This is an optimization exercise on Yosys and OpenROAD, whose aim is small area and few clock cycles, not a production implementation.
Only simulation tests tie the RTL to the original design; equivalence was not proved.

## cv32e41s_incore
module cv32e41s_incore 
#(
  parameter                             LIB                                     = 0,
  parameter logic RV32                                    = RV32I,
  parameter logic [1:0] B_EXT                                   = B_NONE,
  parameter logic [1:0] M_EXT                                   = M,
  parameter bit                         DEBUG                                   = 1,
  parameter logic [31:0]                DM_REGION_START                         = 32'hF0000000,
  parameter logic [31:0]                DM_REGION_END                           = 32'hF0003FFF,
  parameter int                         DBG_NUM_TRIGGERS                        = 1,
  parameter int                         PMA_NUM_REGIONS                         = 0,
  parameter logic [PMA_NUM_REGIONS*68-1:0]                   PMA_CFG            = '0,
  parameter bit                         CLIC                                    = 0,
  parameter int unsigned                CLIC_ID_WIDTH                           = 5,
  parameter int unsigned                CLIC_INTTHRESHBITS                      = 8,
  parameter int unsigned                PMP_GRANULARITY                         = 0,
  parameter int                         PMP_NUM_REGIONS                         = 0,
  parameter logic [PMP_NUM_REGIONS*8-1:0]                   PMP_PMPNCFG_RV     = '0,
  parameter logic [PMP_NUM_REGIONS*32-1:0]                PMP_PMPADDR_RV     = '0,
  parameter mseccfg_t                   PMP_MSECCFG_RV                          = MSECCFG_DEFAULT,
  parameter lfsr_cfg_t                  LFSR0_CFG                               = LFSR_CFG_DEFAULT,  
  parameter lfsr_cfg_t                  LFSR1_CFG                               = LFSR_CFG_DEFAULT,  
  ...
clock: 20.0 ns
lec_check: 0
cap_margin: 35
core_margin: 2
core_utilization: 40
slew_margin: 35
run.sh (not shown) runs the stock make flow with config.mk's settings and CLKGATE_MAP_FILE= SYNTH_SCRIPT=/design/flow/synth_recipe.tcl, a recipe that flattens the netlist after the stock synthesis.
Testbench counts at the start, summed over its fixed seeds: cycles 1,166,485.
Edit:
Settings changed: ABC_AREA set to 1.
Outcome: The new run completed without violations. Sequential share of layout area goes down by 0.21 points. Critical path depth rose by 3. Fmax falls by about 2%. Global-route usage goes up by 2.6 points. Non-clock buffer count fell by 97.

cv32e41s_incore, a different RTL version from the one above (not shown whole).
Size in the first run: about 21000 cells after synthesis, ~750 I/O pins, about 170000 um^2 of cells after synthesis.
Settings: LEC_CHECK=0, ABC_AREA=1, CAP_MARGIN=25, CORE_MARGIN=2, CORE_UTILIZATION=40, CTS_BUF_LIST=sky130_fd_sc_hd__clkbuf_4 sky130_fd_sc_hd__clkbuf_8, CTS_CLUSTER_SIZE=30, SLEW_MARGIN=25; clock period 20.0 ns.
Testbench counts at the start, summed over its fixed seeds: cycles 1,166,485.
Then changed:
==> flow/flow/run.sh (new file) <==
#!/bin/bash
# Layout flow: the standard flow (standard synthesis, floorplan, placement, routing) with
# - clock tree synthesis without dummy loads, with larger sink clusters driven by
#   clkbuf_4/8/16 cells (fewer clock buffers),
# - the buffers placed on the ports made of the smallest buffer cell.
# Full tool output goes to flow_standard.log in the work folder (ORFS also keeps its
# per-step logs under orfs/logs/).
set -euo pipefail
export CTS_ARGS="-sink_clustering_enable -repair_clock_nets -dont_use_dummy_load -buf_list {sky130_fd_sc_hd__clkbuf_4 sky130_fd_sc_hd__clkbuf_8 sky130_fd_sc_hd__clkbuf_16} -sink_clustering_size 20 -sink_clustering_max_diameter 170"
export BUFFER_PORTS_ARGS="-buffer_cell sky130_fd_sc_hd__buf_1"
bash standard.sh finish > flow_standard.log 2>&1
==> flow/standard.sh (new file) <==
#!/bin/bash
# synth_recipe.tcl (not shown) runs the flow's synth.tcl, then flattens the netlist and writes it again
# the make line also repeats each setting of config.mk as NAME=value (left out here)
make -C /OpenROAD-flow-scripts/flow DESIGN_CONFIG=/design/flow/config.mk WORK_HOME=/design/flow/orfs CLKGATE_MAP_FILE= SYNTH_SCRIPT=/design/flow/synth_recipe.tcl "${@:-finish}"
CTS_BUF_LIST = unset   (was sky130_fd_sc_hd__clkbuf_4 sky130_fd_sc_hd__clkbuf_8)
CTS_CLUSTER_SIZE = unset   (was 30)
removed: flow/run.sh
After rerunning: The changed run completed with no timing, DRC or antenna violations; synthesized area stays the same; final cell count falls by 2.6%; core utilization came out lower by 2.2 points; via count falls by 1.7%; wire length fell by about 4.7%; clock-buffer cell count is lower by 533; sequential share of layout area goes up by 1.7 points.

build 9:
Another version of the RTL of cv32e41s_incore (not shown whole).
Size in the first run: about 21000 cells after synthesis, about 0.17 mm^2 of cells after synthesis.
clock: 20.0 ns
lec_check: 0
abc_area: 1
cap_margin: 25
core_margin: 2
core_utilization: 40
place_density: 0.7
slew_margin: 25
standard.sh (not shown) runs the stock make flow with config.mk's settings and CLKGATE_MAP_FILE= SYNTH_SCRIPT=/design/flow/synth_recipe.tcl, a recipe that flattens the netlist after the stock synthesis.
==> flow/flow/run.sh <==
#!/bin/bash
# Layout flow: the standard flow (standard synthesis, floorplan, placement, routing) with
# - clock tree synthesis without dummy loads, with larger sink clusters driven by
#   clkbuf_4/8/16 cells (fewer clock buffers),
# - the buffers placed on the ports made of the smallest buffer cell.
# Full tool output goes to flow_standard.log in the work folder (ORFS also keeps its
# per-step logs under orfs/logs/).
set -euo pipefail
export CTS_ARGS="-sink_clustering_enable -repair_clock_nets -dont_use_dummy_load -buf_list {sky130_fd_sc_hd__clkbuf_4 sky130_fd_sc_hd__clkbuf_8 sky130_fd_sc_hd__clkbuf_16} -sink_clustering_size 20 -sink_clustering_max_diameter 170"
export BUFFER_PORTS_ARGS="-buffer_cell sky130_fd_sc_hd__buf_1"
bash standard.sh finish > flow_standard.log 2>&1
Testbench counts of build 9, summed over its fixed seeds: cycles 1,166,485.
Relative to build 9, the following input files were edited for build 50:
==> flow/flow/run.sh <==
#!/bin/bash
# Layout flow: the standard flow (standard synthesis, floorplan, placement, routing),
# with clock tree synthesis told not to add dummy loads and to use small clock buffers.
# Full tool output goes to flow_standard.log in the work folder (ORFS also keeps its
# per-step logs under orfs/logs/).
set -euo pipefail
export CTS_ARGS="-sink_clustering_enable -repair_clock_nets -dont_use_dummy_load -buf_list {sky130_fd_sc_hd__clkbuf_4 sky130_fd_sc_hd__clkbuf_8} -sink_clustering_size 30"
bash standard.sh finish > flow_standard.log 2>&1
--- a/flow/config.mk
+++ b/flow/config.mk
@@ -11,3 +11,2 @@
 export CORE_UTILIZATION = 40
-export PLACE_DENSITY = 0.7
 export SLEW_MARGIN = 25
Build 50 vs build 9, wire length after detailed routing went up by 20000 um.
Build 50 vs. build 9: fraction of the cycle the final worst path needs went up by 3.6 points.
The combined area of the multi-input logic cells was comparable across build 9 and build 50.
Full die area came out exactly the same in build 9 and build 50.
Comparing clock input transition at the sequential cells of the worst setup and hold paths for build 9 and build 50, the bigger number came from build 9.
Final instance area (build 50 over build 9): increase, 3.1%
Relative to build 9, final-layout worst hold slack decreased by 0.043 ns in build 50.
Residual antenna-violating net count after detailed routing came out exactly the same in build 9 and build 50.
Input changes introduced in build 5 (baseline for comparison: build 50):
==> flow/flow/run.sh <==
#!/bin/bash
# Layout flow: the standard flow (standard synthesis, floorplan, placement, routing) with
# - clock tree synthesis without dummy loads, with larger sink clusters driven by
#   clkbuf_4/8/16 cells (fewer clock buffers),
# - the buffers placed on the ports made of the smallest buffer cell.
# Full tool output goes to flow_standard.log in the work folder (ORFS also keeps its
# per-step logs under orfs/logs/).
set -euo pipefail
export CTS_ARGS="-sink_clustering_enable -repair_clock_nets -dont_use_dummy_load -buf_list {sky130_fd_sc_hd__clkbuf_4 sky130_fd_sc_hd__clkbuf_8 sky130_fd_sc_hd__clkbuf_16} -sink_clustering_size 20 -sink_clustering_max_diameter 170"
export BUFFER_PORTS_ARGS="-buffer_cell sky130_fd_sc_hd__buf_1"
bash standard.sh finish > flow_standard.log 2>&1
--- a/flow/config.mk
+++ b/flow/config.mk
@@ -8,5 +8,5 @@
 export ABC_AREA = 1
-export CAP_MARGIN = 25
+export CAP_MARGIN = 15
 export CORE_MARGIN = 2
 export CORE_UTILIZATION = 40
-export SLEW_MARGIN = 25
+export SLEW_MARGIN = 15
==> run notes <==
Taking build 50 as the reference, in build 5 final estimated routing congestion in global placement +0.012, clock insertion delay at the later pin of the skew report -0.22 ns, total clock buffers created by CTS -289.
In build 5 the implementation completed, yet the final layout does not meet the checks, the culprit being max-capacitance violations, max-slew violations.
[diff] maximum clock rate, build 5 relative to build 50: regression
Between build 5 and build 50, it is build 5 whose wire length is lower, by 0.93%.
Compared with build 50, build 5 shows a lower minimum setup slack in the final design.
Build 5: maximum number of pins on one net before global-route repair lower than build 50
Clock-buffer cell count ends up higher on build 50.
Of build 5 and build 50, it is build 5 that has the lower first-pass GRT wire length.
The run showing the greater worst-case register-to-register setup slack is build 50.
Relative to build 5, the following input files were edited for build 93:
--- a/flow/flow/run.sh
+++ b/flow/flow/run.sh
@@ -8,3 +8,3 @@
 set -euo pipefail
-export CTS_ARGS="-sink_clustering_enable -repair_clock_nets -dont_use_dummy_load -buf_list {sky130_fd_sc_hd__clkbuf_4 sky130_fd_sc_hd__clkbuf_8 sky130_fd_sc_hd__clkbuf_16} -sink_clustering_size 20 -sink_clustering_max_diameter 170"
+export CTS_ARGS="-sink_clustering_enable -repair_clock_nets -dont_use_dummy_load -buf_list {sky130_fd_sc_hd__clkbuf_4 sky130_fd_sc_hd__clkbuf_8 sky130_fd_sc_hd__clkbuf_16} -sink_clustering_size 22 -sink_clustering_max_diameter 180"
 export BUFFER_PORTS_ARGS="-buffer_cell sky130_fd_sc_hd__buf_1"
--- a/flow/config.mk
+++ b/flow/config.mk
@@ -8,5 +8,5 @@
 export ABC_AREA = 1
-export CAP_MARGIN = 15
+export CAP_MARGIN = 25
 export CORE_MARGIN = 2
 export CORE_UTILIZATION = 40
-export SLEW_MARGIN = 15
+export SLEW_MARGIN = 25
==> run notes <==
Build 93 and build 5 ended up with roughly the same fmax.
Both conditions hold for build 93: the flow ran to the end and the final layout passed the timing, design-rule and antenna checks.
In build 93 the worst clock skew turned out 0.015 ns higher than in build 5.

[port drivers added, routing unchanged]
Ports are ideal in the flow. The routed layouts listed here were re-timed in OpenROAD.
Step 1, drivers: a clkbuf_16 drives clk_i and a buf_2 each remaining input, both assumed.
Step 2 also shifts input and output timing later by t, the mid clock arrival at the registers, as if the neighbouring blocks saw the same clock.
Three values: ideal ports, drivers, drivers and shift; two values: the first two.
run | shift t [ns] | slack for setup (ns) | hold WS [ns]
the first run of note 1 | 1.156 | 3.981 / 3.858 / 4.547 | 0.427 / 0.427 / 0.427
the second run of note 1 | 1.176 | 3.654 / 3.536 / 3.536 | 0.450 / 0.450 / 0.450
the first run of note 2 | 1.297 | 2.627 / 2.513 / 3.492 | 0.466 / 0.466 / 0.466
the second run of note 2 | 1.060 | 3.153 / 3.016 / 3.721 | 0.473 / 0.473 / 0.473
build 9 | 1.034 | 3.826 / 3.714 / 4.209 | 0.475 / 0.475 / 0.475
build 50 | 1.260 | 3.115 / 2.986 / 3.908 | 0.433 / 0.433 / 0.433
build 5 | 1.040 | 2.669 / 2.551 / 3.591 | 0.472 / 0.472 / 0.472
build 93 | 1.099 | 2.663 / 2.537 / 3.635 | 0.476 / 0.476 / 0.476
For the second run of note 1, which loses most, drivers alone change the setup slack by -0.118 ns; drivers and shift together by -0.118 ns.
